From an optimization exercise on the open Yosys and OpenROAD flow, aimed at small area; shortcuts taken in it are not production practice.
The RTL was checked by simulation tests, not by an equivalence proof against the original design.
The clock port is modelled as an ideal driver, which makes a skipped or thinned clock tree look cheaper than it is; a real chip needs a root buffer or a tree.
Power is estimated from default activity; no workload was simulated.

== amber ==
Design Vending_Machine_Controller, start of the top module:
module Vending_Machine_Controller(
input clk, input reset, input  conf_switch,input i_nickel, input i_dime, input i_quarter,
input sw0, input sw1, input sw2, input sw3,
output reg  oled_Soda, output reg  oled_Chips, output reg  oled_ProteinBar,
output reg  oled_Water,output reg oled_Error,
 output [3:0] o_costMSB, output [3:0] o_costLSB,
 output [3:0] o_moneyMSB, output [3:0] o_moneyLSB,
 output reg [127:0] Page0, output reg [127:0] Page1, output reg [127:0] Page2, output reg [127:0] Page3
    );
    localparam [2:0] ZI = 3'd3,   
                     ZB = 3'd5,   
                     ZP = 3'd4,   
                     ZS = 3'd7,   
                     ZE = 3'd6,   
                     ZX = 3'd2,   
                     ZD = 3'd1,   
                     ZC = 3'd0;   
    reg [2:0] z;
    reg [3:0] r;     
    reg [4:0] md;    
    reg ovf;
    reg [4:0] cd;    
    assign o_costMSB = cd[4:1];
    assign o_costLSB = {1'b0, cd[0], 1'b0, cd[0]};
    assign o_moneyMSB = md[4:1];
    assign o_moneyLSB = {1'b0, md[0], 1'b0, md[0]};
    wire [3:0] sw = {sw3, sw2, sw1, sw0};
    wire disc = sw0 & sw2;
    wire too_much = (sw3 & (sw0 | sw1 | sw2)) | (sw1 & sw2);
    reg [4:0] c;
    always @* begin
        case (sw)
            4'b0001: c = 5'd5;
            4'b0010: c = 5'd10;
            4'b0100: c = 5'd13;
            4'b1000: c = 5'd16;
            4'b0011: c = 5'd15;
            4'b0101: c = 5'd18;
            default: c = 5'd0;
        endcase
    end
    wire [4:0] base = ovf ? 5'd19 : md;
    wire init_br = (z == ZI && ovf) || (z == ZC && !ovf);
    wire sel_br = (z == ZI && !ovf) || z == ZB || z == ZS || z == ZE || z == ZX;
    wire disp_br = z == ZP;
    wire first_chg = z == ZD;
    wire [4:0] coin = {3'b000, i_dime, i_nickel} + (i_quarter ? 5'd5 : 5'd0);
    wire [4:0] opnd = sel_br ? coin : ~cd;
    wire [4:0] sum = base + opnd + {4'd0, !sel_br};
    wire s_ok = !(sum[4] & (sum[3] | sum[2]));
    wire short = (sum == 5'd0) || (sum < c);
    always @(posedge clk) begin
        if (reset) begin
            z <= ZI;
            ovf <= 1'b1;
            r <= 4'd0;
            md <= 5'd0;
            cd <= 5'd0;
        end else if (init_br) begin
            z <= ZI;
  ...
For scale: about 740 cells after synthesis, roughly 540 I/O pins, roughly 5200 um^2 of cells after synthesis.
clock: 30.0 ns
lec_check: 0
cap_margin: 0
core_area: 5 5 151 151
die_area: 0 0 156 156
gpl_timing_driven: 0
slew_margin: 0
standard.sh (not shown) runs the stock make flow with config.mk's settings and CLKGATE_MAP_FILE= SYNTH_SCRIPT=/design/flow/synth_recipe.tcl, a recipe that flattens the netlist after the stock synthesis.
==> flow/flow/run.sh <==
#!/bin/bash
# Layout flow: the standard flow (standard.sh) with these changes:
#  - after the standard synthesis, the combinational logic between the
#    registers is re-mapped for area (flow/resynth.tcl, trying the ABC
#    scripts in flow/abc/ and keeping the smallest); registers untouched;
#  - minimum-size port buffers;
#  - global placement not timing-driven (flow/pre_gpl.tcl removes the
#    synthesis buffers, as timing-driven placement would);
#  - the tie cells of constant outputs are paired so that no tie pin is left
#    unused (flow/ties_pair.tcl after floorplan, flow/ties_inv.tcl after
#    global placement);
#  - after global placement, the driver of a net with more than SPLIT_FANOUT
#    loads is duplicated per group of loads (flow/split_fanout.tcl);
#  - after CTS the clock tree is replaced by two buffers on the clock port,
#    each driving the registers near it (flow/clock_groups.tcl).
# Each tool's output goes to a log file of its own in this folder.
set -euo pipefail
F=$(pwd)/flow
R=$(pwd)/orfs/results/$FLOW_PLATFORM/Vending_Machine_Controller/base
LIB=$FLOW_HOME/platforms/$FLOW_PLATFORM/lib/sky130_fd_sc_hd__tt_025C_1v80.lib

bash standard.sh synth > make_synth.log 2>&1
cp $R/1_2_yosys.v std_synth.v
python3 $F/cellmodels.py $LIB cells.v > cellmodels.log 2>&1
RS_LIB=$LIB RS_CELLS=cells.v RS_IN=std_synth.v RS_TOP=$FLOW_TOP \
RS_DONT_USE="sky130_fd_sc_hd__probe_p_8 sky130_fd_sc_hd__probec_p_8 sky130_fd_sc_hd__lpflow_*" \
RS_ABC="$(ls $F/abc/*.abc | tr '\n' ' ')" RS_STAT=resynth_stat.txt RS_OUT=resynth.v \
  yosys -c $F/resynth.tcl > resynth.log 2>&1
cp resynth.v $R/1_2_yosys.v
SPLIT_FANOUT=25 CLOCK_GROUPS=2 CLOCK_PULL=0.5 CLOCK_GROUP_BUF=sky130_fd_sc_hd__clkbuf_4 bash standard.sh finish \
  "BUFFER_PORTS_ARGS=-buffer_cell sky130_fd_sc_hd__buf_1" \
  "CTS_ARGS=-sink_clustering_enable -repair_clock_nets -buf_list sky130_fd_sc_hd__clkbuf_4 -sink_clustering_size 50 -sink_clustering_max_diameter 400 -dont_use_dummy_load" \
  "PRE_GLOBAL_PLACE_TCL=$F/pre_gpl.tcl" \
  "POST_FLOORPLAN_TCL=$F/ties_pair.tcl" \
  "POST_GLOBAL_PLACE_TCL=$F/post_gpl.tcl" \
  "POST_CTS_TCL=$F/clock_groups.tcl" > make_finish.log 2>&1
==> flow/flow/resynth.tcl <==
# Re-map the combinational logic of the standard synthesis's netlist for area.
# The flip-flops are blackboxes here, so every register keeps its instance,
# name and cell type; only the logic between them is re-synthesised.  Each
# ABC script in RS_ABC is tried in turn and the smallest result is kept.
yosys -import
set lib $::env(RS_LIB)
read_verilog $::env(RS_CELLS)
read_verilog $::env(RS_IN)
hierarchy -top $::env(RS_TOP)
flatten
opt_clean -purge
hierarchy -top $::env(RS_TOP)
read_liberty -lib -ignore_redef $lib
techmap
opt -fast
design -save base
set du {}
foreach c $::env(RS_DONT_USE) { lappend du -dont_use $c }
set best_area 1e30
set best_script ""
foreach script $::env(RS_ABC) {
  design -load base
  abc -liberty $lib {*}$du -script $script
  opt_clean -purge
  tee -q -o rs_try.txt stat -liberty $lib
  set f [open rs_try.txt r]; set txt [read $f]; close $f
  if {![regexp {Chip area for module [^:]*: ([0-9.]+)} $txt -> area]} { continue }
  puts "RESYNTH $script area $area"
  if {$area < $best_area} {
    set best_area $area
    set best_script $script
    design -save best
  }
}
puts "RESYNTH best $best_script area $best_area"
design -load best
setundef -zero
splitnets
opt_clean -purge
hilomap -singleton -hicell sky130_fd_sc_hd__conb_1 HI -locell sky130_fd_sc_hd__conb_1 LO
insbuf -buf sky130_fd_sc_hd__buf_4 A X
opt_clean -purge
check -assert -mapped
tee -o $::env(RS_STAT) stat -liberty $lib
write_verilog -noattr -nohex -nodec $::env(RS_OUT)
Other scripts of this flow, unchanged in this note and not shown: flow/flow/abc/ds0.abc, flow/flow/abc/ds1.abc, flow/flow/abc/ds10.abc, flow/flow/abc/ds11.abc, flow/flow/abc/ds12.abc, flow/flow/abc/ds13.abc, flow/flow/abc/ds14.abc, flow/flow/abc/ds15.abc, flow/flow/abc/ds2.abc, flow/flow/abc/ds3.abc, flow/flow/abc/ds4.abc, flow/flow/abc/ds5.abc, flow/flow/abc/ds6.abc, flow/flow/abc/ds7.abc, flow/flow/abc/ds8.abc, flow/flow/abc/ds9.abc, flow/flow/cellmodels.py, flow/flow/clock_groups.tcl, flow/flow/post_gpl.tcl, flow/flow/pre_gpl.tcl, flow/flow/split_fanout.tcl, flow/flow/ties_inv.tcl, flow/flow/ties_pair.tcl
### amber -> garnet
- a change of CORE_AREA from 5 5 151 151 to 5 5 115 115
- a change of DIE_AREA from 0 0 156 156 to 0 0 120 120
diff --git a/flow/flow/run.sh b/flow/flow/run.sh
--- a/flow/flow/run.sh
+++ b/flow/flow/run.sh
@@ -31,2 +31,3 @@
   "BUFFER_PORTS_ARGS=-buffer_cell sky130_fd_sc_hd__buf_1" \
+  "IO_PLACER_V=met2 met4" \
   "CTS_ARGS=-sink_clustering_enable -repair_clock_nets -buf_list sky130_fd_sc_hd__clkbuf_4 -sink_clustering_size 50 -sink_clustering_max_diameter 400 -dont_use_dummy_load" \
diff --git a/flow/flow/resynth.tcl b/flow/flow/resynth.tcl
--- a/flow/flow/resynth.tcl
+++ b/flow/flow/resynth.tcl
@@ -27,2 +27,5 @@
   if {![regexp {Chip area for module [^:]*: ([0-9.]+)} $txt -> area]} { continue }
+  # keep only a fully mapped result
+  set unmapped [string trim [tee -q -s result.string select -list t:\$*]]
+  if {$unmapped ne ""} { puts "RESYNTH $script not fully mapped"; continue }
   puts "RESYNTH $script area $area"
==> comparison <==
As of garnet, net switching component of the power had risen slightly compared to amber. Fmax went up by a little under 10% going from amber to garnet. [compare] base=amber new=garnet: fraction of power spent switching nets shows an increase of 0.37 points; wire length after detailed routing now smaller; sequential power share decreased 0.3 points.
In every run of this note, the design's own scripts or RTL, not TritonCTS, make the clock network.

-- re-timing with driven ports --
The results above use ideal ports. As a check the final layouts listed here were re-extracted and re-timed, cells and wires unchanged.
Step 1: set_driving_cell puts a clkbuf_16 on clk and a buf_2 on each other input, an assumption about the parent block.
Step 2 moves the port delays by t, midway between the first and last clock arrival at a register: inputs arrive t later, outputs are due t later. That takes back most of the time a late clock gives input paths.
Three values: ideal, step 1, step 2; two values: the first two.
run	shift t [ns]	setup slack, ns	hold WS [ns]	worst setup path at the end	worst register clock-pin slew, ns
amber	0.186	18.509 / 18.479 / 18.666	0.491 / 0.491 / 0.491	register to output	0.10 / 0.10
garnet	0.192	19.385 / 19.355 / 19.546	0.502 / 0.502 / 0.502	register to output	0.10 / 0.10
After both steps every run listed still meets setup and hold.
